Source: an optimization exercise on an open RTL-to-GDS flow (aim: small area, a short achievable clock period and few clock cycles per item). Production flows keep margins and buffers that such runs may drop.
Where RTL was checked, it was by simulation tests only, not by an equivalence proof against the original.
Function not checked in run 5: the RTL went through the layout flow alone.

===== flow/run.sh =====
#!/bin/bash
# The standard layout, with each port buffered by a small buf_1 cell instead
# of the cell buffer_ports picks by default (clkdlybuf4s50_1).
set -euo pipefail
export BUFFER_PORTS_ARGS="-buffer_cell sky130_fd_sc_hd__buf_1"
bash standard.sh > standard.log 2>&1

===== standard.sh =====
#!/bin/bash
# synth_recipe.tcl (not shown) runs the flow's synth.tcl, then flattens the netlist and writes it again
# the make line also repeats each setting of config.mk as NAME=value (left out here)
make -C /OpenROAD-flow-scripts/flow DESIGN_CONFIG=/design/flow/config.mk WORK_HOME=/design/flow/orfs CLKGATE_MAP_FILE= SYNTH_SCRIPT=/design/flow/synth_recipe.tcl "${@:-finish}"

===== config.mk =====
export PLATFORM = sky130hd
export DESIGN_NAME = sqrt
export DESIGN_NICKNAME = sqrt
export VERILOG_FILES = /design/flow/design.v
export SDC_FILE = /design/flow/constraint.sdc
export NUM_CORES = 4
export LEC_CHECK = 0
export ABC_AREA = 1
export CAP_MARGIN = 20
export CORE_MARGIN = 2
export CORE_UTILIZATION = 40
export CTS_BUF_LIST = sky130_fd_sc_hd__clkbuf_8
export SLEW_MARGIN = 20

===== constraint.sdc =====
create_clock -name core_clock -period 30.0 [get_ports {clk}]
set_input_delay 6.0000 -clock core_clock [delete_from_list [all_inputs] [get_ports {clk}]]
set_output_delay 6.0000 -clock core_clock [all_outputs]
set_load 0.01 [all_outputs]

===== design.v =====
module sqrt #(parameter width=64)
(
input                           clk,
input                           rst_n,
input                           start,
input   [width - 1'b1 : 0]      sqrt_data,
output  [width/2 - 1'b1 : 0]    sqrt_o,
output                          done
);
reg                 idle;        
reg                 busy_o;      
reg                 first;       
reg  [63:0]         x;           
reg  [3:0]          idx;         
reg  [3:0]          grp;         
reg  [31:0]         rem;         
reg  [31:0]         root;        
wire busy   = ~idle;
wire accept = start & idle;
assign done   = ~busy_o;
assign sqrt_o = root;
wire [15:0] nz;
genvar gi;
generate
    for (gi = 0; gi < 16; gi = gi + 1) begin : g_nz
        assign nz[gi] = |x[gi*4 +: 4];
    end
endgenerate
wire [7:0] lv1;
wire [7:0] lp1;
generate
    for (gi = 0; gi < 8; gi = gi + 1) begin : g_l1
        assign lv1[gi] = nz[2*gi+1] | nz[2*gi];
        assign lp1[gi] = nz[2*gi+1];
    end
endgenerate
wire [3:0] lv2;
wire [1:0] lp2 [0:3];
generate
    for (gi = 0; gi < 4; gi = gi + 1) begin : g_l2
        assign lv2[gi] = lv1[2*gi+1] | lv1[2*gi];
        assign lp2[gi] = lv1[2*gi+1] ? {1'b1, lp1[2*gi+1]} : {1'b0, lp1[2*gi]};
    end
endgenerate
wire [1:0] lv3;
wire [2:0] lp3 [0:1];
generate
    for (gi = 0; gi < 2; gi = gi + 1) begin : g_l3
        assign lv3[gi] = lv2[2*gi+1] | lv2[2*gi];
        assign lp3[gi] = lv2[2*gi+1] ? {1'b1, lp2[2*gi+1]} : {1'b0, lp2[2*gi]};
    end
endgenerate
wire [3:0] lead = lv3[1] ? {1'b1, lp3[1]} : {1'b0, lp3[0]};
wire [3:0] cur  = first ? lead : idx;
wire [3:0] nidx = cur - 1'b1;
wire       last = (cur == 4'd0);
wire [2:0] esel = cur[3:1];
wire [2:0] osel = cur[0] ? cur[3:1] : cur[3:1] - 1'b1;
wire [31:0] xe, xo;
generate
    for (gi = 0; gi < 8; gi = gi + 1) begin : g_bank
        assign xe[gi*4 +: 4] = x[(2*gi)*4 +: 4];
        assign xo[gi*4 +: 4] = x[(2*gi+1)*4 +: 4];
    end
endgenerate
wire [3:0] ge = xe[esel*4 +: 4];
wire [3:0] go = xo[osel*4 +: 4];
wire [3:0] gcur = cur[0] ? go : ge;
wire [3:0] gnxt = cur[0] ? ge : go;
wire [3:0] g0 = gcur;
wire [1:0] s0 = (g0 >= 4'd9) ? 2'd3 : (g0 >= 4'd4) ? 2'd2 : (g0 != 4'd0) ? 2'd1 : 2'd0;
wire [3:0] rr0 = g0 - s0 * s0;
wire [3:0] r0  = s0[0] ? rr0 : rr0 - {s0, 1'b1};
wire [29:0] q0   = root[29:0];
wire        neg0 = rem[31];
wire [32:0] r1;
bk_add #(.W(33)) u_add1 (.a({rem[30:0], grp[3:2]}), .b({~neg0, q0 ^ {30{~neg0}}, 2'b11}), .s(r1));
wire        neg1 = r1[32];
wire [30:0] q1   = {q0, ~neg1};
wire [33:0] r2;
bk_add #(.W(34)) u_add2 (.a({r1[31:0], grp[1:0]}), .b({~neg1, q1 ^ {31{~neg1}}, 2'b11}), .s(r2));
wire        neg2 = r2[33];
wire idle_nx = accept ? 1'b0 : (idle | last);
always @(posedge clk or negedge rst_n) begin
    if (!rst_n) begin
        idle   <= 1'b1;
        busy_o <= 1'b0;
    end else begin
        idle   <= idle_nx;
        busy_o <= ~idle_nx;
    end
end
always @(posedge clk) begin
    first <= idle;
    if (idle)
        x <= sqrt_data;
    idx <= nidx;
    grp <= gnxt;
    rem <= first ? {{28{r0[3]}}, r0} : r2[31:0];
    if (busy)
        root <= first ? {30'd0, s0} : {q1, ~neg2};
end
endmodule
module bk_add #(parameter W=33)
(
input   [W-1:0] a,
input   [W-1:0] b,
output  [W-1:0] s
);
wire [W-1:0] g = a & b;
wire [W-1:0] p = a ^ b;
reg  [W-1:0] G, P;
integer i, k;
always @* begin
    G = g;
    P = p;
    for (k = 1; k < W; k = k*2)
        for (i = 2*k-1; i < W; i = i + 2*k) begin
            G[i] = G[i] | (P[i] & G[i-k]);
            P[i] = P[i] & P[i-k];
        end
    for (k = 32; k >= 1; k = k/2)
        if (2*k < W)
            for (i = 3*k-1; i < W; i = i + 2*k) begin
                G[i] = G[i] | (P[i] & G[i-k]);
                P[i] = P[i] & P[i-k];
            end
end
assign s = p ^ {G[W-2:0], 1'b0};
endmodule

==> results of run 1 <==
==> cell usage in the layout (no fill, tap or decap), types with 8 or more instances in the layout <==
master    netlist  layout
buf_1           5      99
clkbuf_8        0      17
fa_1           29      29
nand3_1        52      52
dfxtp_1        41      39
nor2_1         86      86
o21ai_0        44      44
xor2_1         53      53
inv_1         123     123
ha_1           72      72
mux2i_1         8       8
xnor2_1        31      31
a21oi_1        42      42
nand2_1       108     107
a31oi_1         8       8
o21ai_1         9       9
nand4_1        10      10
nand2_2        24      25
edfxtp_1       96      96
nor3_1          8       8
==> layout make-up <==
| cell class | count | area (sq um) | share of cell area, % |
|---|---|---|---|
| Sequential cell | 139 | 3760 | 37.5 |
| Inverter | 129 | 487 | 4.86 |
| Clock inverter | 15 | 170 | 1.70 |
| Tap cell | 280 | 350 | 3.50 |
| Multi-Input combinational cell | 645 | 4610 | 46.1 |
| Timing Repair Buffer | 103 | 402 | 4.01 |
| Clock buffer | 17 | 234 | 2.34 |
==> metal layers <==
| layer | vias up | GRT usage [%] | part of all wire [%] |
|---|---|---|---|
| met1 | 3009 | 23.1 | 47 |
| li1 | 3319 | - | - |
| met4 | 0 | 5.96 | 1.8 |
| met2 | 155 | 28.7 | 47 |
| met3 | 22 | 3.16 | 4.1 |
| met5 | - | 0 | 0 |
==> registers in the layout, summed over array words and instances (netlist names) <==
register,count
busy_o,1
first,1
grp,4
idle,1
idx,4
rem,32
root,32
x,64
==> logic make-up after synthesis <==
logic type                 after synthesis  synth area share [%]
buffers and inverters                  153                  6.87
xor gates and xnor gates                84                  8.19
and+or+nand+nor                        320                  17.1
DFF                                    139                  41.8
AOI/OAI and AO/OA                      132                  8.62
adders and majority gates              101                  16.5
muxes                                    8                 0.892
==> worst register-to-register path, delay by kind of cell, from the launching register on <==
family	cells	cell delay [ns]
simple gates	14	2.49
fa+ha+maj	5	1.60
compound gates	5	1.12
buf+inv	4	0.91
flops	1	0.41
==> per-stage QoR <==
stage               instance area (sq um)
finish                              10000
global route                        10000
floorplan                            8980
detailed placement                   9610
CTS                                 10000
global placement                     9610
==> how the worst min path moves through the flow <==
stage	endpoint	depth (start not counted)	start
6_report	rem[0]$_DFF_P_	3	grp[0]$_DFF_P_
5_1_grt	rem[0]$_DFF_P_	3	grp[0]$_DFF_P_
4_1_cts	rem[0]$_DFF_P_	3	grp[0]$_DFF_P_
3_5_place_dp	rem[0]$_DFF_P_	3	grp[0]$_DFF_P_
3_3_place_gp	rem[0]$_DFF_P_	3	grp[0]$_DFF_P_
2_1_floorplan	rem[0]$_DFF_P_	3	grp[0]$_DFF_P_
==> impl_results.html, run 1 <==
<table>
<tr><th>Metric</th><th>Value</th></tr>
<tr><th colspan="2">Critical path</th></tr>
<tr><td>Start point of the critical path</td><td>root[6]$_SDFFCE_PP0N_</td></tr>
<tr><td>Crit path depth</td><td>1</td></tr>
<tr><td>Maximum fanout along the worst path</td><td>4</td></tr>
<tr><td>CP Capture Type</td><td>output port</td></tr>
<tr><td>Critical Path Source Type</td><td>flop</td></tr>
<tr><td>Cells traversed along the worst timing path</td><td>buf_1</td></tr>
<tr><td>Reg-to-reg startpoint</td><td>x[57]$_DFFE_PP_</td></tr>
<tr><td>Slowest cell on the critical path</td><td>edfxtp_1</td></tr>
<tr><td>Setup slack on the worst flop-to-flop path</td><td>23.42 ns</td></tr>
<tr><td>Crit path max-delay family</td><td>flip-flops</td></tr>
<tr><td>Worst Path Arrival</td><td>1.10 ns</td></tr>
<tr><td>Crit path buf inv count</td><td>1</td></tr>
<tr><td>Critical Path End</td><td>sqrt_o[6]</td></tr>
<tr><td>FF-to-FF path depth</td><td>28</td></tr>
<tr><td>Required time of the critical path</td><td>24.00 ns</td></tr>
<tr><td>CP Class</td><td>flop to output port</td></tr>
<tr><td>Reg-to-reg endpoint</td><td>rem[22]$_DFF_P_</td></tr>
<tr><td>Biggest cell delay along the critical path</td><td>0.48 ns</td></tr>
<tr><th colspan="2">Timing</th></tr>
<tr><td>Pins Over Slew Limit</td><td>0</td></tr>
<tr><td>Portion of the clock cycle consumed by the worst path in the final layout</td><td>23.7%</td></tr>
<tr><td>Setup TNS</td><td>0 ns</td></tr>
<tr><td>Period minus WS final</td><td>7.10 ns</td></tr>
<tr><td>Number of setup violations in the final report</td><td>0</td></tr>
<tr><td>Count of final hold-check violations</td><td>0</td></tr>
<tr><td>Worst setup margin</td><td>22.90 ns</td></tr>
<tr><td>Worst-case clock skew</td><td>0.0190 ns</td></tr>
<tr><td>Worst Tran Pin Value</td><td>1.05 ns</td></tr>
<tr><td>Fmax</td><td>141 MHz</td></tr>
<tr><td>Headroom to the max-slew limit</td><td>30.0%</td></tr>
<tr><td>Hold Worst Slack</td><td>0.504 ns</td></tr>
<tr><td>RSZ-0062 raised after global routing</td><td>false</td></tr>
<tr><th colspan="2">Logic synthesis</th></tr>
<tr><td>Asr flop ratio synth</td><td>1.44%</td></tr>
<tr><td>Synth cell types</td><td>50</td></tr>
<tr><td>Area leader, netlist</td><td>edfxtp_1</td></tr>
<tr><td>Flops &amp; latches, synth</td><td>139</td></tr>
<tr><td>Area of the mapped netlist</td><td>8980 sq um</td></tr>
<tr><td>Commonest register cell after synthesis</td><td>edfxtp_1</td></tr>
<tr><td>Seq/Total Area, Yosys</td><td>41.8%</td></tr>
<tr><td>Synthesized area per cell</td><td>9.58 sq um</td></tr>
<tr><td>Post-synthesis cell count</td><td>937</td></tr>
<tr><td>Top cells by area in the synthesized netlist</td><td>edfxtp_1, ha_1, dfxtp_1, fa_1, xor2_1</td></tr>
<tr><td>Number of synthesized flops with an enable pin</td><td>96</td></tr>
<tr><td>Most instantiated library cell after synthesis</td><td>inv_1</td></tr>
<tr><td>Area share of the largest cell type after synthesis</td><td>32.1%</td></tr>
<tr><td>Ranking of synthesized cells by instance count</td><td>inv_1, nand2_1, edfxtp_1</td></tr>
<tr><td>Post-Syn Nets</td><td>1105</td></tr>
<tr><td>Total of warnings raised by yosys</td><td>3</td></tr>
<tr><th colspan="2">Detailed routing</th></tr>
<tr><td>DR DRC count</td><td>0</td></tr>
<tr><td>Drt first pass iters</td><td>5</td></tr>
<tr><td>Antenna-violating nets left</td><td>0</td></tr>
<tr><td>Via count of the routed design</td><td>6505</td></tr>
<tr><td>Via density per instance</td><td>4.90</td></tr>
<tr><td>Iteration-0 DRC Markers</td><td>316</td></tr>
<tr><td>Post-detailed-route wirelength per cell</td><td>14.5 um</td></tr>
<tr><td>Routed wire length</td><td>19.3 mm</td></tr>
<tr><th colspan="2">Finish</th></tr>
<tr><td>Share of layout cells above drive strength 1</td><td>9.16%</td></tr>
<tr><td>Util after Layout</td><td>45.6%</td></tr>
<tr><td>Number of fill cells</td><td>2129</td></tr>
<tr><td>Final-stage net count</td><td>1203</td></tr>
<tr><td># diodes</td><td>0</td></tr>
<tr><td>Area growth from synthesis to layout</td><td>11.5%</td></tr>
<tr><td>Final Non-Filler Cells</td><td>1328</td></tr>
<tr><th colspan="2">Clock tree</th></tr>
<tr><td>Hold bufs inserted after CTS</td><td>0</td></tr>
<tr><td>PostCTS Resize Cnt</td><td>0</td></tr>
<tr><td>Number of buffers created by CTS</td><td>17</td></tr>
<tr><td>Number of setup buffers added after CTS</td><td>0</td></tr>
<tr><td>TritonCTS clock tree</td><td>done</td></tr>
<tr><td>Maximum clock path buffer count</td><td>2</td></tr>
<tr><td>Clock latency of the later-clocked register in the worst-skew pair</td><td>0.45 ns</td></tr>
<tr><td>Depth of the CTS H-tree</td><td>4</td></tr>
<tr><td>Clock transition at the registers of the reported paths</td><td>0.10 ns</td></tr>
<tr><td>CTS Root Cell</td><td>clkbuf_8</td></tr>
<tr><td>Clock tree sinks</td><td>139</td></tr>
<tr><th colspan="2">Flow run</th></tr>
<tr><td>Count of max-cap constraint violations</td><td>0</td></tr>
<tr><th colspan="2">Placed design</th></tr>
<tr><td>Final GP Congestion</td><td>0.819</td></tr>
<tr><td>Buffers added on ports</td><td>99</td></tr>
<tr><td>Total placed cells including tap cells</td><td>1296</td></tr>
<tr><td>Dpl ws</td><td>23.39 ns</td></tr>
<tr><td>Placed wire-length estimate after detailed placement</td><td>14.5 mm</td></tr>
<tr><th colspan="2">Floorplan</th></tr>
<tr><td>Die Width</td><td>154 um</td></tr>
<tr><td>Area of the placeable core</td><td>22000 sq um</td></tr>
<tr><td>Vertical extent of the die</td><td>154 um</td></tr>
<tr><td># rows</td><td>54</td></tr>
<tr><td>Starting Density</td><td>40.9%</td></tr>
<tr><td>Number of top-level pins</td><td>100</td></tr>
<tr><td>Die Area</td><td>23700 sq um</td></tr>
<tr><th colspan="2">Global routing</th></tr>
<tr><td>Number of antenna violations at the first check in global routing</td><td>0</td></tr>
<tr><td>Wire length of the first global-routing pass</td><td>32.6 mm</td></tr>
<tr><td>Remaining global-route overflow</td><td>0</td></tr>
<tr><td>Pin count of the biggest net entering global routing</td><td>67</td></tr>
<tr><td>Total GRT Usage</td><td>17.4%</td></tr>
<tr><td>Via count of the first global-routing pass</td><td>6707</td></tr>
<tr><th colspan="2">Hold path</th></tr>
<tr><td>Path category of the worst min-delay check</td><td>flop to flop</td></tr>
<tr><th colspan="2">Outcome</th></tr>
<tr><td>Run status</td><td>complete, no violations</td></tr>
</table>
Testbench counts, summed over its fixed seeds: cycles 44,815, ops 4,800.
==> run 2: changes to the inputs <==
--- a/config.mk
+++ b/config.mk
@@ -9,5 +9,4 @@
 export CAP_MARGIN = 20
 export CORE_MARGIN = 2
 export CORE_UTILIZATION = 40
-export CTS_BUF_LIST = sky130_fd_sc_hd__clkbuf_8
 export SLEW_MARGIN = 20
==> run 2 against run 1 <==
Compared with the run above: non-clock buffer count stayed put; synthesized cell count stayed put; utilization is 0.87 points higher; maximum frequency is 0.50% higher; clock skew is 0.0041 ns lower.
==> impl_results.html, run 2 <==
<table>
<tr><th>Metric</th><th>Value</th></tr>
<tr><th colspan="2">Critical path</th></tr>
<tr><td>Crit path depth</td><td>1</td></tr>
<tr><td>Maximum fanout along the worst path</td><td>4</td></tr>
<tr><td>Crit path max-delay family</td><td>flip-flops</td></tr>
<tr><td>Setup slack on the worst flop-to-flop path</td><td>23.44 ns</td></tr>
<tr><td>Critical Path End</td><td>sqrt_o[6]</td></tr>
<tr><td>Slowest cell on the critical path</td><td>edfxtp_1</td></tr>
<tr><td>Critical Path Source Type</td><td>flop</td></tr>
<tr><td>Worst Path Arrival</td><td>1.06 ns</td></tr>
<tr><td>Reg-to-reg startpoint</td><td>x[57]$_DFFE_PP_</td></tr>
<tr><td>Required time of the critical path</td><td>24.00 ns</td></tr>
<tr><td>CP Class</td><td>flop to output port</td></tr>
<tr><td>Biggest cell delay along the critical path</td><td>0.47 ns</td></tr>
<tr><td>FF-to-FF path depth</td><td>28</td></tr>
<tr><td>Reg-to-reg endpoint</td><td>rem[22]$_DFF_P_</td></tr>
<tr><td>CP Capture Type</td><td>output port</td></tr>
<tr><td>Start point of the critical path</td><td>root[6]$_SDFFCE_PP0N_</td></tr>
<tr><td>Crit path buf inv count</td><td>1</td></tr>
<tr><td>Cells traversed along the worst timing path</td><td>buf_1</td></tr>
<tr><th colspan="2">Timing</th></tr>
<tr><td>RSZ-0062 raised after global routing</td><td>false</td></tr>
<tr><td>Worst setup margin</td><td>22.94 ns</td></tr>
<tr><td>Portion of the clock cycle consumed by the worst path in the final layout</td><td>23.5%</td></tr>
<tr><td>Fmax</td><td>142 MHz</td></tr>
<tr><td>Period minus WS final</td><td>7.06 ns</td></tr>
<tr><td>Count of final hold-check violations</td><td>0</td></tr>
<tr><td>Headroom to the max-slew limit</td><td>30.5%</td></tr>
<tr><td>Pins Over Slew Limit</td><td>0</td></tr>
<tr><td>Worst Tran Pin Value</td><td>1.04 ns</td></tr>
<tr><td>Hold Worst Slack</td><td>0.498 ns</td></tr>
<tr><td>Number of setup violations in the final report</td><td>0</td></tr>
<tr><td>Setup TNS</td><td>0 ns</td></tr>
<tr><td>Worst-case clock skew</td><td>0.0149 ns</td></tr>
<tr><th colspan="2">Detailed routing</th></tr>
<tr><td>Drt first pass iters</td><td>7</td></tr>
<tr><td>DR DRC count</td><td>0</td></tr>
<tr><td>Via count of the routed design</td><td>6487</td></tr>
<tr><td>Via density per instance</td><td>4.88</td></tr>
<tr><td>Routed wire length</td><td>19.5 mm</td></tr>
<tr><td>Iteration-0 DRC Markers</td><td>339</td></tr>
<tr><td>Post-detailed-route wirelength per cell</td><td>14.7 um</td></tr>
<tr><td>Antenna-violating nets left</td><td>0</td></tr>
<tr><th colspan="2">Clock tree</th></tr>
<tr><td>Maximum clock path buffer count</td><td>2</td></tr>
<tr><td>TritonCTS clock tree</td><td>done</td></tr>
<tr><td>Depth of the CTS H-tree</td><td>4</td></tr>
<tr><td>Number of setup buffers added after CTS</td><td>0</td></tr>
<tr><td>Clock transition at the registers of the reported paths</td><td>0.07 ns</td></tr>
<tr><td>Clock latency of the later-clocked register in the worst-skew pair</td><td>0.43 ns</td></tr>
<tr><td>Hold bufs inserted after CTS</td><td>0</td></tr>
<tr><td>Clock tree sinks</td><td>139</td></tr>
<tr><td>PostCTS Resize Cnt</td><td>0</td></tr>
<tr><td>Number of buffers created by CTS</td><td>17</td></tr>
<tr><td>CTS Root Cell</td><td>clkbuf_16</td></tr>
<tr><th colspan="2">Logic synthesis</th></tr>
<tr><td>Post-synthesis cell count</td><td>937</td></tr>
<tr><td>Post-Syn Nets</td><td>1105</td></tr>
<tr><td>Asr flop ratio synth</td><td>1.44%</td></tr>
<tr><td>Area of the mapped netlist</td><td>8980 sq um</td></tr>
<tr><td>Area share of the largest cell type after synthesis</td><td>32.1%</td></tr>
<tr><td>Flops &amp; latches, synth</td><td>139</td></tr>
<tr><td>Synth cell types</td><td>50</td></tr>
<tr><td>Most instantiated library cell after synthesis</td><td>inv_1</td></tr>
<tr><td>Top cells by area in the synthesized netlist</td><td>edfxtp_1, ha_1, dfxtp_1, fa_1, xor2_1</td></tr>
<tr><td>Seq/Total Area, Yosys</td><td>41.8%</td></tr>
<tr><td>Commonest register cell after synthesis</td><td>edfxtp_1</td></tr>
<tr><td>Number of synthesized flops with an enable pin</td><td>96</td></tr>
<tr><td>Synthesized area per cell</td><td>9.58 sq um</td></tr>
<tr><td>Total of warnings raised by yosys</td><td>3</td></tr>
<tr><td>Ranking of synthesized cells by instance count</td><td>inv_1, nand2_1, edfxtp_1</td></tr>
<tr><td>Area leader, netlist</td><td>edfxtp_1</td></tr>
<tr><th colspan="2">Floorplan</th></tr>
<tr><td>Die Area</td><td>23700 sq um</td></tr>
<tr><td>Starting Density</td><td>40.9%</td></tr>
<tr><td>Number of top-level pins</td><td>100</td></tr>
<tr><td>Area of the placeable core</td><td>22000 sq um</td></tr>
<tr><td>Die Width</td><td>154 um</td></tr>
<tr><td># rows</td><td>54</td></tr>
<tr><td>Vertical extent of the die</td><td>154 um</td></tr>
<tr><th colspan="2">Finish</th></tr>
<tr><td>Registers with the most flip-flops</td><td>x (64), rem (32), root (32)</td></tr>
<tr><td>Most common cell after layout, fill and taps aside</td><td>inv_1</td></tr>
<tr><td>Number of fill cells</td><td>2118</td></tr>
<tr><td>Largest reg by FF count</td><td>x</td></tr>
<tr><td>Highest-count cells in the layout ignoring fill and taps</td><td>inv_1, nand2_1, buf_1</td></tr>
<tr><td>Flip-flop count of the largest register after layout</td><td>64</td></tr>
<tr><td>Area growth from synthesis to layout</td><td>13.6%</td></tr>
<tr><td>Share of layout cells above drive strength 1</td><td>9.16%</td></tr>
<tr><td>Area used by multi-input combinational logic</td><td>4610 sq um</td></tr>
<tr><td>Final-stage net count</td><td>1203</td></tr>
<tr><td>FF+latch area</td><td>3760 sq um</td></tr>
<tr><td># diodes</td><td>0</td></tr>
<tr><th colspan="2">Placed design</th></tr>
<tr><td>Dpl ws</td><td>23.39 ns</td></tr>
<tr><td>Placed wire-length estimate after detailed placement</td><td>14.5 mm</td></tr>
<tr><td>Buffers added on ports</td><td>99</td></tr>
<tr><td>Final GP Congestion</td><td>0.819</td></tr>
<tr><th colspan="2">Hold path</th></tr>
<tr><td>Hold Crit Depth</td><td>3</td></tr>
<tr><td>Path category of the worst min-delay check</td><td>flop to flop</td></tr>
<tr><th colspan="2">Global routing</th></tr>
<tr><td>Number of antenna violations at the first check in global routing</td><td>0</td></tr>
<tr><td>Total GRT Usage</td><td>17.6%</td></tr>
<tr><td>Via count of the first global-routing pass</td><td>6684</td></tr>
<tr><td>Pin count of the biggest net entering global routing</td><td>67</td></tr>
<tr><td>Remaining global-route overflow</td><td>0</td></tr>
<tr><td>Wire length of the first global-routing pass</td><td>32.9 mm</td></tr>
<tr><th colspan="2">Flow run</th></tr>
<tr><td>Count of max-cap constraint violations</td><td>0</td></tr>
<tr><th colspan="2">Outcome</th></tr>
<tr><td>Run status</td><td>complete, no violations</td></tr>
</table>
run 2: cell counts after synthesis:
No cell type changed its count.
run 2: logic make-up after synthesis:
logic type / count (synthesis) / synth area share [%]
adder cells (fa/ha/maj): 101 / 16.5
AO/OA/AOI/OAI: 132 / 8.62
XOR/XNOR: 84 / 8.19
flip-flops: 139 / 41.8
AND/OR/NAND/NOR: 320 / 17.1
multiplexers: 8 / 0.892
buffers and inverters: 153 / 6.87
run 2: routing by layer:
metal	vias up	track usage, %	share of wire (%)
li1	3329	-	-
met5	-	0	0
met2	141	29.5	47
met3	27	3.18	3.9
met4	0	5.74	1.9
met1	2990	23.1	47
run 2: area by class of cell:
type,count,area share [%]
repair buffers,103,3.94
multi-input cells,645,45.2
clock buffers,17,4.17
inverters,129,4.77
flip-flops and latches,139,36.8
well taps,280,3.43
clock inverters,15,1.67
run 2: worst min path at each step:
| stage | from | endpoint | slack, ns |
|---|---|---|---|
| after global placement | grp[0]$_DFF_P_ | rem[0]$_DFF_P_ | 0.48 |
| final | grp[0]$_DFF_P_ | rem[0]$_DFF_P_ | 0.50 |
| after floorplan | grp[0]$_DFF_P_ | rem[0]$_DFF_P_ | 0.46 |
| after global routing | grp[0]$_DFF_P_ | rem[0]$_DFF_P_ | 0.56 |
| after CTS | grp[0]$_DFF_P_ | rem[0]$_DFF_P_ | 0.51 |
| after detailed placement | grp[0]$_DFF_P_ | rem[0]$_DFF_P_ | 0.49 |
run 2: metrics by stage:
step | cells | instance area, sq um | util, %
global placement | 1296 | 9610 | 43.7
global route | 1328 | 10200 | 46.5
finish | 1328 | 10200 | 46.5
CTS | 1328 | 10200 | 46.5
floorplan | 937 | 8980 | -
detailed placement | 1296 | 9610 | 43.7
==> run 3: changes to the inputs <==
--- a/config.mk
+++ b/config.mk
@@ -9,4 +9,6 @@
 export CAP_MARGIN = 20
 export CORE_MARGIN = 2
 export CORE_UTILIZATION = 40
+export CTS_CLUSTER_DIAMETER = 150
+export CTS_CLUSTER_SIZE = 40
 export SLEW_MARGIN = 20
==> run 3 against run 2 <==
Compared with the run above: still clean; critical path depth unchanged; sequential share of layout area unchanged; count of clock-buffer cells in the layout unchanged; worst setup slack unchanged; final area unchanged; via count unchanged; non-clock buffer count unchanged; hold slack unchanged; critical endpoint unchanged; highest routed layer unchanged.
==> impl_results.html, run 3 <==
<table>
<tr><th>Metric</th><th>Value</th></tr>
<tr><th colspan="2">Outcome</th></tr>
<tr><td>Run status</td><td>complete, no violations</td></tr>
<tr><th colspan="2">Global routing</th></tr>
<tr><td>Pin count of the biggest net entering global routing</td><td>67</td></tr>
<tr><td>Via count of the first global-routing pass</td><td>6684</td></tr>
<tr><td>Wire length of the first global-routing pass</td><td>32.9 mm</td></tr>
<tr><td>Total GRT Usage</td><td>17.6%</td></tr>
<tr><td>Number of antenna violations at the first check in global routing</td><td>0</td></tr>
<tr><td>Remaining global-route overflow</td><td>0</td></tr>
<tr><th colspan="2">Logic synthesis</th></tr>
<tr><td>Synthesized area per cell</td><td>9.58 sq um</td></tr>
<tr><td>Post-Syn Nets</td><td>1105</td></tr>
<tr><td>Top cells by area in the synthesized netlist</td><td>edfxtp_1, ha_1, dfxtp_1, fa_1, xor2_1</td></tr>
<tr><td>Number of synthesized flops with an enable pin</td><td>96</td></tr>
<tr><td>Area share of the largest cell type after synthesis</td><td>32.1%</td></tr>
<tr><td>Post-synthesis cell count</td><td>937</td></tr>
<tr><td>Area of the mapped netlist</td><td>8980 sq um</td></tr>
<tr><td>Most instantiated library cell after synthesis</td><td>inv_1</td></tr>
<tr><td>Commonest register cell after synthesis</td><td>edfxtp_1</td></tr>
<tr><td>Flops &amp; latches, synth</td><td>139</td></tr>
<tr><td>Total of warnings raised by yosys</td><td>3</td></tr>
<tr><td>Asr flop ratio synth</td><td>1.44%</td></tr>
<tr><td>Area leader, netlist</td><td>edfxtp_1</td></tr>
<tr><td>Synth cell types</td><td>50</td></tr>
<tr><td>Seq/Total Area, Yosys</td><td>41.8%</td></tr>
<tr><td>Ranking of synthesized cells by instance count</td><td>inv_1, nand2_1, edfxtp_1</td></tr>
<tr><th colspan="2">Finish</th></tr>
<tr><td>Flip-flop count of the largest register after layout</td><td>64</td></tr>
<tr><td>Largest reg by FF count</td><td>x</td></tr>
<tr><td>Area growth from synthesis to layout</td><td>13.6%</td></tr>
<tr><td>Share of layout cells above drive strength 1</td><td>9.16%</td></tr>
<tr><td>FF+latch area</td><td>3760 sq um</td></tr>
<tr><td>Highest-count cells in the layout ignoring fill and taps</td><td>inv_1, nand2_1, buf_1</td></tr>
<tr><td>Area used by multi-input combinational logic</td><td>4610 sq um</td></tr>
<tr><td># diodes</td><td>0</td></tr>
<tr><td>Number of fill cells</td><td>2118</td></tr>
<tr><td>Most common cell after layout, fill and taps aside</td><td>inv_1</td></tr>
<tr><td>Final-stage net count</td><td>1203</td></tr>
<tr><td>Registers with the most flip-flops</td><td>x (64), rem (32), root (32)</td></tr>
<tr><th colspan="2">Timing</th></tr>
<tr><td>Count of final hold-check violations</td><td>0</td></tr>
<tr><td>Setup TNS</td><td>0 ns</td></tr>
<tr><td>Headroom to the max-slew limit</td><td>30.5%</td></tr>
<tr><td>Worst-case clock skew</td><td>0.0149 ns</td></tr>
<tr><td>Worst setup margin</td><td>22.94 ns</td></tr>
<tr><td>Pins Over Slew Limit</td><td>0</td></tr>
<tr><td>Portion of the clock cycle consumed by the worst path in the final layout</td><td>23.5%</td></tr>
<tr><td>RSZ-0062 raised after global routing</td><td>false</td></tr>
<tr><td>Fmax</td><td>142 MHz</td></tr>
<tr><td>Period minus WS final</td><td>7.06 ns</td></tr>
<tr><td>Worst Tran Pin Value</td><td>1.04 ns</td></tr>
<tr><td>Number of setup violations in the final report</td><td>0</td></tr>
<tr><th colspan="2">Critical path</th></tr>
<tr><td>Crit path max-delay family</td><td>flip-flops</td></tr>
<tr><td>Biggest cell delay along the critical path</td><td>0.47 ns</td></tr>
<tr><td>Worst Path Arrival</td><td>1.06 ns</td></tr>
<tr><td>Crit path buf inv count</td><td>1</td></tr>
<tr><td>CP Class</td><td>flop to output port</td></tr>
<tr><td>Critical Path Source Type</td><td>flop</td></tr>
<tr><td>Cells traversed along the worst timing path</td><td>buf_1</td></tr>
<tr><td>CP Capture Type</td><td>output port</td></tr>
<tr><td>Slowest cell on the critical path</td><td>edfxtp_1</td></tr>
<tr><td>Required time of the critical path</td><td>24.00 ns</td></tr>
<tr><td>Maximum fanout along the worst path</td><td>4</td></tr>
<tr><th colspan="2">Clock tree</th></tr>
<tr><td>Clock latency of the later-clocked register in the worst-skew pair</td><td>0.43 ns</td></tr>
<tr><td>Clock transition at the registers of the reported paths</td><td>0.07 ns</td></tr>
<tr><td>Maximum clock path buffer count</td><td>2</td></tr>
<tr><td>PostCTS Resize Cnt</td><td>0</td></tr>
<tr><td>Clock tree sinks</td><td>139</td></tr>
<tr><td>Number of setup buffers added after CTS</td><td>0</td></tr>
<tr><td>TritonCTS clock tree</td><td>done</td></tr>
<tr><td>Hold bufs inserted after CTS</td><td>0</td></tr>
<tr><td>CTS Root Cell</td><td>clkbuf_16</td></tr>
<tr><td>Depth of the CTS H-tree</td><td>4</td></tr>
<tr><td>Number of buffers created by CTS</td><td>17</td></tr>
<tr><th colspan="2">Detailed routing</th></tr>
<tr><td>Via density per instance</td><td>4.88</td></tr>
<tr><td>Via count of the routed design</td><td>6487</td></tr>
<tr><td>Post-detailed-route wirelength per cell</td><td>14.7 um</td></tr>
<tr><td>Antenna-violating nets left</td><td>0</td></tr>
<tr><td>Drt first pass iters</td><td>7</td></tr>
<tr><td>DR DRC count</td><td>0</td></tr>
<tr><td>Routed wire length</td><td>19.5 mm</td></tr>
<tr><td>Iteration-0 DRC Markers</td><td>339</td></tr>
<tr><th colspan="2">Floorplan</th></tr>
<tr><td>Die Area</td><td>23700 sq um</td></tr>
<tr><td>Area of the placeable core</td><td>22000 sq um</td></tr>
<tr><td># rows</td><td>54</td></tr>
<tr><td>Starting Density</td><td>40.9%</td></tr>
<tr><td>Vertical extent of the die</td><td>154 um</td></tr>
<tr><td>Number of top-level pins</td><td>100</td></tr>
<tr><td>Die Width</td><td>154 um</td></tr>
<tr><th colspan="2">Placed design</th></tr>
<tr><td>Placed wire-length estimate after detailed placement</td><td>14.5 mm</td></tr>
<tr><td>Buffers added on ports</td><td>99</td></tr>
<tr><td>Final GP Congestion</td><td>0.819</td></tr>
<tr><td>Dpl ws</td><td>23.39 ns</td></tr>
<tr><th colspan="2">Hold path</th></tr>
<tr><td>Path category of the worst min-delay check</td><td>flop to flop</td></tr>
<tr><th colspan="2">Flow run</th></tr>
<tr><td>Count of max-cap constraint violations</td><td>0</td></tr>
</table>
## run 3: cell counts after synthesis
Identical to the previous run, type by type.
## run 3: worst paths after layout
kind / start / endpoint / slack, ns / cells after the start
min in group asynchronous: rst_n / busy_o$_DFF_PN0_ / 5.33 / 1
setup reg to reg: x[57]$_DFFE_PP_ / rem[22]$_DFF_P_ / 23.44 / 28
hold reg to reg: grp[0]$_DFF_P_ / rem[0]$_DFF_P_ / 0.50 / 3
max in group asynchronous: rst_n / idle$_DFF_PN1_ / 24.46 / 1
setup / recovery: root[6]$_SDFFCE_PP0N_ / sqrt_o[6] / 22.94 / 1
hold / removal: grp[0]$_DFF_P_ / rem[0]$_DFF_P_ / 0.50 / 3
## run 3: logic make-up (layout without fill, tap and decap cells)
kind of cell / Yosys count / in the layout / synth area share (%)
mux: 8 / 8 / 0.892
fa+ha+maj: 101 / 101 / 16.5
buf+inv: 153 / 264 / 6.87
xor+xnor: 84 / 84 / 8.19
flops: 139 / 139 / 41.8
simple gates: 320 / 320 / 17.1
compound gates: 132 / 132 / 8.62
## run 3: through the flow
stage | utilization [%] | area (sq um) | hold WS, ns | instances
global route | 46.5 | 10200 | 0.559 | 1328
detailed placement | 43.7 | 9610 | 0.491 | 1296
global placement | 43.7 | 9610 | 0.483 | 1296
floorplan | - | 8980 | 0.458 | 937
CTS | 46.5 | 10200 | 0.506 | 1328
finish | 46.5 | 10200 | 0.498 | 1328
## run 3: final cells by class
class / count / share of cell area (%)
repair buffers: 103 / 3.94
flip-flops and latches: 139 / 36.8
multi-input cells: 645 / 45.2
well taps: 280 / 3.43
clock buffers: 17 / 4.17
inverters: 129 / 4.77
clock inverters: 15 / 1.67
## run 3: routing by layer
layer,vias to the layer above,share of wire (%),GRT usage [%]
met2,141,47,29.5
met3,27,3.9,3.18
met1,2990,47,23.1
met5,-,0,0
met4,0,1.9,5.74
li1,3329,-,-
==> run 4: changes to the inputs <==
--- a/config.mk
+++ b/config.mk
@@ -9,6 +9,5 @@
 export CAP_MARGIN = 20
 export CORE_MARGIN = 2
 export CORE_UTILIZATION = 40
-export CTS_CLUSTER_DIAMETER = 150
-export CTS_CLUSTER_SIZE = 40
+export CTS_BUF_LIST = sky130_fd_sc_hd__clkbuf_8 sky130_fd_sc_hd__clkbuf_16
 export SLEW_MARGIN = 20
==> run 4 against run 3 <==
Compared with the run above: still clean; sequential share of layout area did not move; register-to-register slack barely moved; flip-flop and latch count stayed put; highest routed layer unchanged.
==> impl_results.html, run 4 <==
<table>
<tr><th>Metric</th><th>Value</th></tr>
<tr><th colspan="2">Clock tree</th></tr>
<tr><td>Maximum clock path buffer count</td><td>2</td></tr>
<tr><td>Number of setup buffers added after CTS</td><td>0</td></tr>
<tr><td>Clock latency of the later-clocked register in the worst-skew pair</td><td>0.43 ns</td></tr>
<tr><td>TritonCTS clock tree</td><td>done</td></tr>
<tr><td>PostCTS Resize Cnt</td><td>0</td></tr>
<tr><td>Hold bufs inserted after CTS</td><td>0</td></tr>
<tr><td>Number of buffers created by CTS</td><td>17</td></tr>
<tr><td>Clock transition at the registers of the reported paths</td><td>0.07 ns</td></tr>
<tr><td>CTS Root Cell</td><td>clkbuf_16</td></tr>
<tr><td>Depth of the CTS H-tree</td><td>4</td></tr>
<tr><td>Clock tree sinks</td><td>139</td></tr>
<tr><th colspan="2">Logic synthesis</th></tr>
<tr><td>Area leader, netlist</td><td>edfxtp_1</td></tr>
<tr><td>Asr flop ratio synth</td><td>1.44%</td></tr>
<tr><td>Flops &amp; latches, synth</td><td>139</td></tr>
<tr><td>Most instantiated library cell after synthesis</td><td>inv_1</td></tr>
<tr><td>Number of synthesized flops with an enable pin</td><td>96</td></tr>
<tr><td>Ranking of synthesized cells by instance count</td><td>inv_1, nand2_1, edfxtp_1</td></tr>
<tr><td>Seq/Total Area, Yosys</td><td>41.8%</td></tr>
<tr><td>Synthesized area per cell</td><td>9.58 sq um</td></tr>
<tr><td>Area of the mapped netlist</td><td>8980 sq um</td></tr>
<tr><td>Commonest register cell after synthesis</td><td>edfxtp_1</td></tr>
<tr><td>Post-synthesis cell count</td><td>937</td></tr>
<tr><td>Area share of the largest cell type after synthesis</td><td>32.1%</td></tr>
<tr><td>Top cells by area in the synthesized netlist</td><td>edfxtp_1, ha_1, dfxtp_1, fa_1, xor2_1</td></tr>
<tr><td>Post-Syn Nets</td><td>1105</td></tr>
<tr><td>Total of warnings raised by yosys</td><td>3</td></tr>
<tr><td>Synth cell types</td><td>50</td></tr>
<tr><th colspan="2">Critical path</th></tr>
<tr><td>Biggest cell delay along the critical path</td><td>0.47 ns</td></tr>
<tr><td>Reg-to-reg endpoint</td><td>rem[22]$_DFF_P_</td></tr>
<tr><td>Crit path max-delay family</td><td>flip-flops</td></tr>
<tr><td>Crit path buf inv count</td><td>1</td></tr>
<tr><td>Setup slack on the worst flop-to-flop path</td><td>23.44 ns</td></tr>
<tr><td>Reg-to-reg startpoint</td><td>x[57]$_DFFE_PP_</td></tr>
<tr><td>Slowest cell on the critical path</td><td>edfxtp_1</td></tr>
<tr><td>CP Capture Type</td><td>output port</td></tr>
<tr><td>Cells traversed along the worst timing path</td><td>buf_1</td></tr>
<tr><td>Maximum fanout along the worst path</td><td>4</td></tr>
<tr><td>FF-to-FF path depth</td><td>28</td></tr>
<tr><td>Required time of the critical path</td><td>24.00 ns</td></tr>
<tr><td>CP Class</td><td>flop to output port</td></tr>
<tr><td>Critical Path Source Type</td><td>flop</td></tr>
<tr><td>Worst Path Arrival</td><td>1.06 ns</td></tr>
<tr><th colspan="2">Finish</th></tr>
<tr><td>Area growth from synthesis to layout</td><td>13.6%</td></tr>
<tr><td># diodes</td><td>0</td></tr>
<tr><td>Final-stage net count</td><td>1203</td></tr>
<tr><td>Number of fill cells</td><td>2118</td></tr>
<tr><td>Largest reg by FF count</td><td>x</td></tr>
<tr><td>Flip-flop count of the largest register after layout</td><td>64</td></tr>
<tr><td>Final Non-Filler Cells</td><td>1328</td></tr>
<tr><td>FF+latch area</td><td>3760 sq um</td></tr>
<tr><td>Area used by multi-input combinational logic</td><td>4610 sq um</td></tr>
<tr><td>Registers with the most flip-flops</td><td>x (64), rem (32), root (32)</td></tr>
<tr><td>Highest-count cells in the layout ignoring fill and taps</td><td>inv_1, nand2_1, buf_1</td></tr>
<tr><td>Most common cell after layout, fill and taps aside</td><td>inv_1</td></tr>
<tr><td>Share of layout cells above drive strength 1</td><td>9.16%</td></tr>
<tr><th colspan="2">Timing</th></tr>
<tr><td>Portion of the clock cycle consumed by the worst path in the final layout</td><td>23.5%</td></tr>
<tr><td>Fmax</td><td>142 MHz</td></tr>
<tr><td>Count of final hold-check violations</td><td>0</td></tr>
<tr><td>Headroom to the max-slew limit</td><td>30.5%</td></tr>
<tr><td>Worst-case clock skew</td><td>0.0149 ns</td></tr>
<tr><td>Period minus WS final</td><td>7.06 ns</td></tr>
<tr><td>Worst Tran Pin Value</td><td>1.04 ns</td></tr>
<tr><td>RSZ-0062 raised after global routing</td><td>false</td></tr>
<tr><td>Setup TNS</td><td>0 ns</td></tr>
<tr><td>Number of setup violations in the final report</td><td>0</td></tr>
<tr><td>Hold Worst Slack</td><td>0.498 ns</td></tr>
<tr><td>Pins Over Slew Limit</td><td>0</td></tr>
<tr><th colspan="2">Global routing</th></tr>
<tr><td>Number of antenna violations at the first check in global routing</td><td>0</td></tr>
<tr><td>Total GRT Usage</td><td>17.6%</td></tr>
<tr><td>Wire length of the first global-routing pass</td><td>32.9 mm</td></tr>
<tr><td>Via count of the first global-routing pass</td><td>6684</td></tr>
<tr><td>Pin count of the biggest net entering global routing</td><td>67</td></tr>
<tr><td>Remaining global-route overflow</td><td>0</td></tr>
<tr><th colspan="2">Hold path</th></tr>
<tr><td>Hold Path End</td><td>rem[0]$_DFF_P_</td></tr>
<tr><td>Hold Crit Depth</td><td>3</td></tr>
<tr><td>Hold path start</td><td>grp[0]$_DFF_P_</td></tr>
<tr><td>Path category of the worst min-delay check</td><td>flop to flop</td></tr>
<tr><th colspan="2">Detailed routing</th></tr>
<tr><td>Antenna-violating nets left</td><td>0</td></tr>
<tr><td>Post-detailed-route wirelength per cell</td><td>14.7 um</td></tr>
<tr><td>Via density per instance</td><td>4.88</td></tr>
<tr><td>Via count of the routed design</td><td>6487</td></tr>
<tr><td>Routed wire length</td><td>19.5 mm</td></tr>
<tr><td>DR DRC count</td><td>0</td></tr>
<tr><td>Iteration-0 DRC Markers</td><td>339</td></tr>
<tr><td>Drt first pass iters</td><td>7</td></tr>
<tr><th colspan="2">Placed design</th></tr>
<tr><td>Placed wire-length estimate after detailed placement</td><td>14.5 mm</td></tr>
<tr><td>Final GP Congestion</td><td>0.819</td></tr>
<tr><td>Total placed cells including tap cells</td><td>1296</td></tr>
<tr><td>Buffers added on ports</td><td>99</td></tr>
<tr><th colspan="2">Floorplan</th></tr>
<tr><td>Vertical extent of the die</td><td>154 um</td></tr>
<tr><td>Starting Density</td><td>40.9%</td></tr>
<tr><td># rows</td><td>54</td></tr>
<tr><td>Die Area</td><td>23700 sq um</td></tr>
<tr><td>Die Width</td><td>154 um</td></tr>
<tr><td>Area of the placeable core</td><td>22000 sq um</td></tr>
<tr><td>Number of top-level pins</td><td>100</td></tr>
<tr><th colspan="2">Flow run</th></tr>
<tr><td>Count of max-cap constraint violations</td><td>0</td></tr>
<tr><th colspan="2">Outcome</th></tr>
<tr><td>Run status</td><td>complete, no violations</td></tr>
</table>
-- run 4: stage by stage --
stage	instance area (sq um)	setup slack [ns]	util [%]
3_3_place_gp	9610	23.40	43.7
6_report	10200	22.94	46.5
3_5_place_dp	9610	23.39	43.7
5_1_grt	10200	22.70	46.5
2_1_floorplan	8980	23.55	-
4_1_cts	10200	22.92	46.5
-- run 4: area by class of cell --
class	instances	share of cell area (%)
timing repair buffer	103	3.94
inverter	129	4.77
sequential	139	36.8
tap	280	3.43
clock inverter	15	1.67
clock buffer	17	4.17
multi-input combinational	645	45.2
-- run 4: worst reg2reg max path, delay by kind of cell, from the launching register on --
family | cells | cell delay (ns)
and+or+nand+nor | 14 | 2.41
AOI/OAI and AO/OA | 6 | 1.25
adders and majority gates | 5 | 1.66
DFF | 1 | 0.39
buffers and inverters | 3 | 0.75
-- run 4: metal layers --
layer	vias up	GRT usage (%)	wire length [um]
li1	3329	-	-
met1	2990	23.1	9180
met2	141	29.5	9200
met3	27	3.18	770
met4	0	5.74	379
met5	-	0	0
-- run 4: logic make-up (layout without fill, tap and decap cells) --
logic type                 Yosys count  count (layout)  synth area share [%]
AOI/OAI and AO/OA                  132             132                  8.62
xor gates and xnor gates            84              84                  8.19
adders and majority gates          101             101                  16.5
buffers and inverters              153             264                  6.87
DFF                                139             139                  41.8
muxes                                8               8                 0.892
and+or+nand+nor                    320             320                  17.1
-- run 4: worst max-delay path by stage --
stage,from,to,slack [ns],depth (start not counted)
floorplan,root[0]$_DFFE_PN_,sqrt_o[0],23.55,0
global placement,root[0]$_DFFE_PN_,sqrt_o[0],23.40,1
detailed placement,root[23]$_SDFFCE_PP0N_,sqrt_o[23],23.39,1
CTS,root[6]$_SDFFCE_PP0N_,sqrt_o[6],22.92,1
global route,x[53]$_DFFE_PP_,rem[16]$_DFF_P_,22.70,28
finish,root[6]$_SDFFCE_PP0N_,sqrt_o[6],22.94,1
==> run 5: changes to the inputs <==
--- a/design.v
+++ b/design.v
@@ -73,12 +73,10 @@
 wire [3:0] r0  = s0[0] ? rr0 : rr0 - {s0, 1'b1};
 wire [29:0] q0   = root[29:0];
 wire        neg0 = rem[31];
-wire [32:0] r1;
-bk_add #(.W(33)) u_add1 (.a({rem[30:0], grp[3:2]}), .b({~neg0, q0 ^ {30{~neg0}}, 2'b11}), .s(r1));
+wire [32:0] r1   = {rem[30:0], grp[3:2]} + {~neg0, q0 ^ {30{~neg0}}, 2'b11};
 wire        neg1 = r1[32];
 wire [30:0] q1   = {q0, ~neg1};
-wire [33:0] r2;
-bk_add #(.W(34)) u_add2 (.a({r1[31:0], grp[1:0]}), .b({~neg1, q1 ^ {31{~neg1}}, 2'b11}), .s(r2));
+wire [33:0] r2   = {r1[31:0], grp[1:0]} + {~neg1, q1 ^ {31{~neg1}}, 2'b11};
 wire        neg2 = r2[33];
 wire idle_nx = accept ? 1'b0 : (idle | last);
 always @(posedge clk or negedge rst_n) begin
@@ -101,30 +99,3 @@
         root <= first ? {30'd0, s0} : {q1, ~neg2};
 end
 endmodule
-module bk_add #(parameter W=33)
-(
-input   [W-1:0] a,
-input   [W-1:0] b,
-output  [W-1:0] s
-);
-wire [W-1:0] g = a & b;
-wire [W-1:0] p = a ^ b;
-reg  [W-1:0] G, P;
-integer i, k;
-always @* begin
-    G = g;
-    P = p;
-    for (k = 1; k < W; k = k*2)
-        for (i = 2*k-1; i < W; i = i + 2*k) begin
-            G[i] = G[i] | (P[i] & G[i-k]);
-            P[i] = P[i] & P[i-k];
-        end
-    for (k = 32; k >= 1; k = k/2)
-        if (2*k < W)
-            for (i = 3*k-1; i < W; i = i + 2*k) begin
-                G[i] = G[i] | (P[i] & G[i-k]);
-                P[i] = P[i] & P[i-k];
-            end
-end
-assign s = p ^ {G[W-2:0], 1'b0};
-endmodule
--- a/config.mk
+++ b/config.mk
@@ -9,5 +9,4 @@
 export CAP_MARGIN = 20
 export CORE_MARGIN = 2
 export CORE_UTILIZATION = 40
-export CTS_BUF_LIST = sky130_fd_sc_hd__clkbuf_8 sky130_fd_sc_hd__clkbuf_16
 export SLEW_MARGIN = 20
==> run 5 against run 4 <==
Compared with the run above: still clean on timing, DRC and antenna; first-iteration DRC count rose by 60%; wire length rose by 23%; maximum frequency fell by 0.33%; die area rose by 5.3%; register-to-register slack improved by 0.24 ns; count of clock-buffer cells in the layout did not move; critical path depth did not move.
==> impl_results.html, run 5 <==
<table>
<tr><th>Metric</th><th>Value</th></tr>
<tr><th colspan="2">Finish</th></tr>
<tr><td>Share of layout cells above drive strength 1</td><td>7.25%</td></tr>
<tr><td>Final-stage net count</td><td>1380</td></tr>
<tr><td>Area growth from synthesis to layout</td><td>13.7%</td></tr>
<tr><td>Largest reg by FF count</td><td>x</td></tr>
<tr><td>Highest-count cells in the layout ignoring fill and taps</td><td>nand2_1, inv_1, nor2_1, a21oi_1, buf_1</td></tr>
<tr><td>Number of fill cells</td><td>2359</td></tr>
<tr><td>Most common cell after layout, fill and taps aside</td><td>nand2_1</td></tr>
<tr><td>Flip-flop count of the largest register after layout</td><td>64</td></tr>
<tr><td>Area used by multi-input combinational logic</td><td>5110 sq um</td></tr>
<tr><td># diodes</td><td>0</td></tr>
<tr><td>FF+latch area</td><td>3760 sq um</td></tr>
<tr><td>Registers with the most flip-flops</td><td>x (64), rem (32), root (32)</td></tr>
<tr><th colspan="2">Logic synthesis</th></tr>
<tr><td>Top cells by area in the synthesized netlist</td><td>edfxtp_1, nand2_1, ha_1, dfxtp_1, a21oi_1</td></tr>
<tr><td>Ranking of synthesized cells by instance count</td><td>nand2_1, inv_1, a21oi_1, nor2_1, edfxtp_1</td></tr>
<tr><td>Seq/Total Area, Yosys</td><td>39.7%</td></tr>
<tr><td>Area share of the largest cell type after synthesis</td><td>30.5%</td></tr>
<tr><td>Area leader, netlist</td><td>edfxtp_1</td></tr>
<tr><td>Most instantiated library cell after synthesis</td><td>nand2_1</td></tr>
<tr><td>Area of the mapped netlist</td><td>9460 sq um</td></tr>
<tr><td>Synthesized area per cell</td><td>8.27 sq um</td></tr>
<tr><td>Post-Syn Nets</td><td>1282</td></tr>
<tr><td>Post-synthesis cell count</td><td>1145</td></tr>
<tr><td>Commonest register cell after synthesis</td><td>edfxtp_1</td></tr>
<tr><td>Number of synthesized flops with an enable pin</td><td>96</td></tr>
<tr><td>Total of warnings raised by yosys</td><td>1</td></tr>
<tr><td>Asr flop ratio synth</td><td>1.44%</td></tr>
<tr><td>Flops &amp; latches, synth</td><td>139</td></tr>
<tr><td>Synth cell types</td><td>51</td></tr>
<tr><th colspan="2">Critical path</th></tr>
<tr><td>Maximum fanout along the worst path</td><td>4</td></tr>
<tr><td>CP Class</td><td>flop to output port</td></tr>
<tr><td>Reg-to-reg endpoint</td><td>rem[30]$_DFF_P_</td></tr>
<tr><td>Setup slack on the worst flop-to-flop path</td><td>23.68 ns</td></tr>
<tr><td>Slowest cell on the critical path</td><td>edfxtp_1</td></tr>
<tr><td>Crit path buf inv count</td><td>1</td></tr>
<tr><td>Critical Path Source Type</td><td>flop</td></tr>
<tr><td>FF-to-FF path depth</td><td>26</td></tr>
<tr><td>CP Capture Type</td><td>output port</td></tr>
<tr><td>Reg-to-reg startpoint</td><td>rem[31]$_DFF_P_</td></tr>
<tr><td>Crit path depth</td><td>1</td></tr>
<tr><td>Worst Path Arrival</td><td>1.08 ns</td></tr>
<tr><td>Required time of the critical path</td><td>24.00 ns</td></tr>
<tr><td>Cells traversed along the worst timing path</td><td>buf_1</td></tr>
<tr><td>Biggest cell delay along the critical path</td><td>0.48 ns</td></tr>
<tr><td>Crit path max-delay family</td><td>flip-flops</td></tr>
<tr><th colspan="2">Clock tree</th></tr>
<tr><td>Hold bufs inserted after CTS</td><td>0</td></tr>
<tr><td>Maximum clock path buffer count</td><td>2</td></tr>
<tr><td>Number of buffers created by CTS</td><td>17</td></tr>
<tr><td>Clock latency of the later-clocked register in the worst-skew pair</td><td>0.44 ns</td></tr>
<tr><td>CTS Root Cell</td><td>clkbuf_16</td></tr>
<tr><td>Clock transition at the registers of the reported paths</td><td>0.07 ns</td></tr>
<tr><td>Number of setup buffers added after CTS</td><td>0</td></tr>
<tr><td>PostCTS Resize Cnt</td><td>0</td></tr>
<tr><td>TritonCTS clock tree</td><td>done</td></tr>
<tr><td>Depth of the CTS H-tree</td><td>4</td></tr>
<tr><td>Clock tree sinks</td><td>139</td></tr>
<tr><th colspan="2">Floorplan</th></tr>
<tr><td>Starting Density</td><td>40.6%</td></tr>
<tr><td>Area of the placeable core</td><td>23300 sq um</td></tr>
<tr><td>Die Width</td><td>158 um</td></tr>
<tr><td>Die Area</td><td>24900 sq um</td></tr>
<tr><td>Vertical extent of the die</td><td>158 um</td></tr>
<tr><td># rows</td><td>56</td></tr>
<tr><td>Number of top-level pins</td><td>100</td></tr>
<tr><th colspan="2">Timing</th></tr>
<tr><td>Fmax</td><td>141 MHz</td></tr>
<tr><td>Pins Over Slew Limit</td><td>0</td></tr>
<tr><td>Worst Tran Pin Value</td><td>0.726 ns</td></tr>
<tr><td>Period minus WS final</td><td>7.08 ns</td></tr>
<tr><td>Portion of the clock cycle consumed by the worst path in the final layout</td><td>23.6%</td></tr>
<tr><td>Worst-case clock skew</td><td>0.0137 ns</td></tr>
<tr><td>RSZ-0062 raised after global routing</td><td>false</td></tr>
<tr><td>Setup TNS</td><td>0 ns</td></tr>
<tr><td>Hold Worst Slack</td><td>0.617 ns</td></tr>
<tr><td>Number of setup violations in the final report</td><td>0</td></tr>
<tr><td>Count of final hold-check violations</td><td>0</td></tr>
<tr><td>Headroom to the max-slew limit</td><td>51.6%</td></tr>
<tr><th colspan="2">Flow run</th></tr>
<tr><td>Count of max-cap constraint violations</td><td>0</td></tr>
<tr><th colspan="2">Detailed routing</th></tr>
<tr><td>Routed wire length</td><td>24.0 mm</td></tr>
<tr><td>Via density per instance</td><td>5.05</td></tr>
<tr><td>DR DRC count</td><td>0</td></tr>
<tr><td>Drt first pass iters</td><td>5</td></tr>
<tr><td>Antenna-violating nets left</td><td>0</td></tr>
<tr><td>Via count of the routed design</td><td>7959</td></tr>
<tr><td>Iteration-0 DRC Markers</td><td>542</td></tr>
<tr><td>Post-detailed-route wirelength per cell</td><td>15.2 um</td></tr>
<tr><th colspan="2">Global routing</th></tr>
<tr><td>Via count of the first global-routing pass</td><td>7836</td></tr>
<tr><td>Number of antenna violations at the first check in global routing</td><td>0</td></tr>
<tr><td>Pin count of the biggest net entering global routing</td><td>60</td></tr>
<tr><td>Wire length of the first global-routing pass</td><td>38.8 mm</td></tr>
<tr><td>Total GRT Usage</td><td>20.0%</td></tr>
<tr><td>Remaining global-route overflow</td><td>0</td></tr>
<tr><th colspan="2">Placed design</th></tr>
<tr><td>Final GP Congestion</td><td>0.896</td></tr>
<tr><td>Placed wire-length estimate after detailed placement</td><td>18.2 mm</td></tr>
<tr><td>Buffers added on ports</td><td>99</td></tr>
<tr><th colspan="2">Outcome</th></tr>
<tr><td>Run status</td><td>complete, no violations</td></tr>
<tr><th colspan="2">Hold path</th></tr>
<tr><td>Path category of the worst min-delay check</td><td>flop to flop</td></tr>
<tr><td>Hold path start</td><td>grp[0]$_DFF_P_</td></tr>
<tr><td>Hold Path End</td><td>rem[0]$_DFF_P_</td></tr>
<tr><td>Hold Crit Depth</td><td>3</td></tr>
</table>
==> run 5: cell families (layout without fill, tap and decap cells) <==
family                     Yosys count  after routing  share of synthesized area [%]
DFF                                139            139                           39.7
adders and majority gates           70             70                           9.25
AOI/OAI and AO/OA                  227            227                           13.5
muxes                                6              6                          0.635
xor gates and xnor gates            97             97                           8.98
and+or+nand+nor                    462            462                           21.6
buffers and inverters              144            255                           6.32
==> run 5: worst max path at each step <==
| stage | from | endpoint | slack [ns] |
|---|---|---|---|
| finish | root[24]$_SDFFCE_PP0N_ | sqrt_o[24] | 22.92 |
| global placement | root[28]$_SDFFCE_PP0N_ | sqrt_o[28] | 23.42 |
| detailed placement | root[24]$_SDFFCE_PP0N_ | sqrt_o[24] | 23.38 |
| global route | root[22]$_SDFFCE_PP0N_ | sqrt_o[22] | 22.87 |
| floorplan | root[0]$_DFFE_PN_ | sqrt_o[0] | 23.55 |
| CTS | root[24]$_SDFFCE_PP0N_ | sqrt_o[24] | 22.91 |
==> run 5: routing by layer <==
metal / vias to the layer above / GRT usage, % / share of wire, %
li1: 4070 / - / -
met1: 3647 / 25.2 / 45
met2: 193 / 34.0 / 48
met3: 49 / 2.93 / 4.0
met4: 0 / 8.40 / 3.2
met5: - / 0 / 0
==> run 5: cell type report <==
| cell class | count | area share (%) |
|---|---|---|
| tap | 319 | 3.71 |
| clock buffer | 17 | 3.95 |
| multi-input combinational | 862 | 47.5 |
| inverter | 118 | 4.16 |
| timing repair buffer | 105 | 3.87 |
| sequential | 139 | 34.9 |
| clock inverter | 15 | 1.85 |
==> run 5: through the flow <==
| stage | worst slack [ns] | util (%) | area [sq um] | instances |
|---|---|---|---|---|
| after global placement | 23.42 | 43.4 | 10100 | 1543 |
| after detailed placement | 23.38 | 43.4 | 10100 | 1543 |
| after floorplan | 23.55 | - | 9460 | 1145 |
| final | 22.92 | 46.1 | 10800 | 1575 |
| after global routing | 22.87 | 46.1 | 10800 | 1575 |
| after CTS | 22.91 | 46.1 | 10800 | 1575 |

separate check: timing with driven ports:
The flow's constraints put no driver on any port. The routed layouts listed below were extracted and timed again, unchanged, in two steps.
Step 1, drivers: a clkbuf_16 drives clk and a buf_2 each remaining input, both assumed.
Step 2 also shifts input and output timing later by t, the mid clock arrival at the registers, as if the neighbouring blocks saw the same clock.
Three values: ideal ports, drivers, drivers and shift; two values: the first two.
| run | t (ns) | setup slack, ns | hold WS [ns] | slew at the worst register clock pin (ns) | worst slew at a driven data input, ns |
|---|---|---|---|---|---|
| run 1 | 0.486 | 22.905 / 22.864 / 23.350 | 0.504 / 0.504 / 0.504 | 0.10 / 0.10 | 0.04 |
| run 2 | 0.467 | 22.940 / 22.896 / 23.362 | 0.498 / 0.498 / 0.498 | 0.07 / 0.07 | 0.04 |
| run 3 | 0.467 | 22.940 / 22.896 / 23.362 | 0.498 / 0.498 / 0.498 | 0.07 / 0.07 | 0.04 |
| run 4 | 0.467 | 22.940 / 22.896 / 23.362 | 0.498 / 0.498 / 0.498 | 0.07 / 0.07 | 0.04 |
| run 5 | 0.477 | 22.917 / 22.873 / 23.350 | 0.617 / 0.617 / 0.617 | 0.07 / 0.07 | 0.04 |
After both steps every run listed still meets setup and hold.
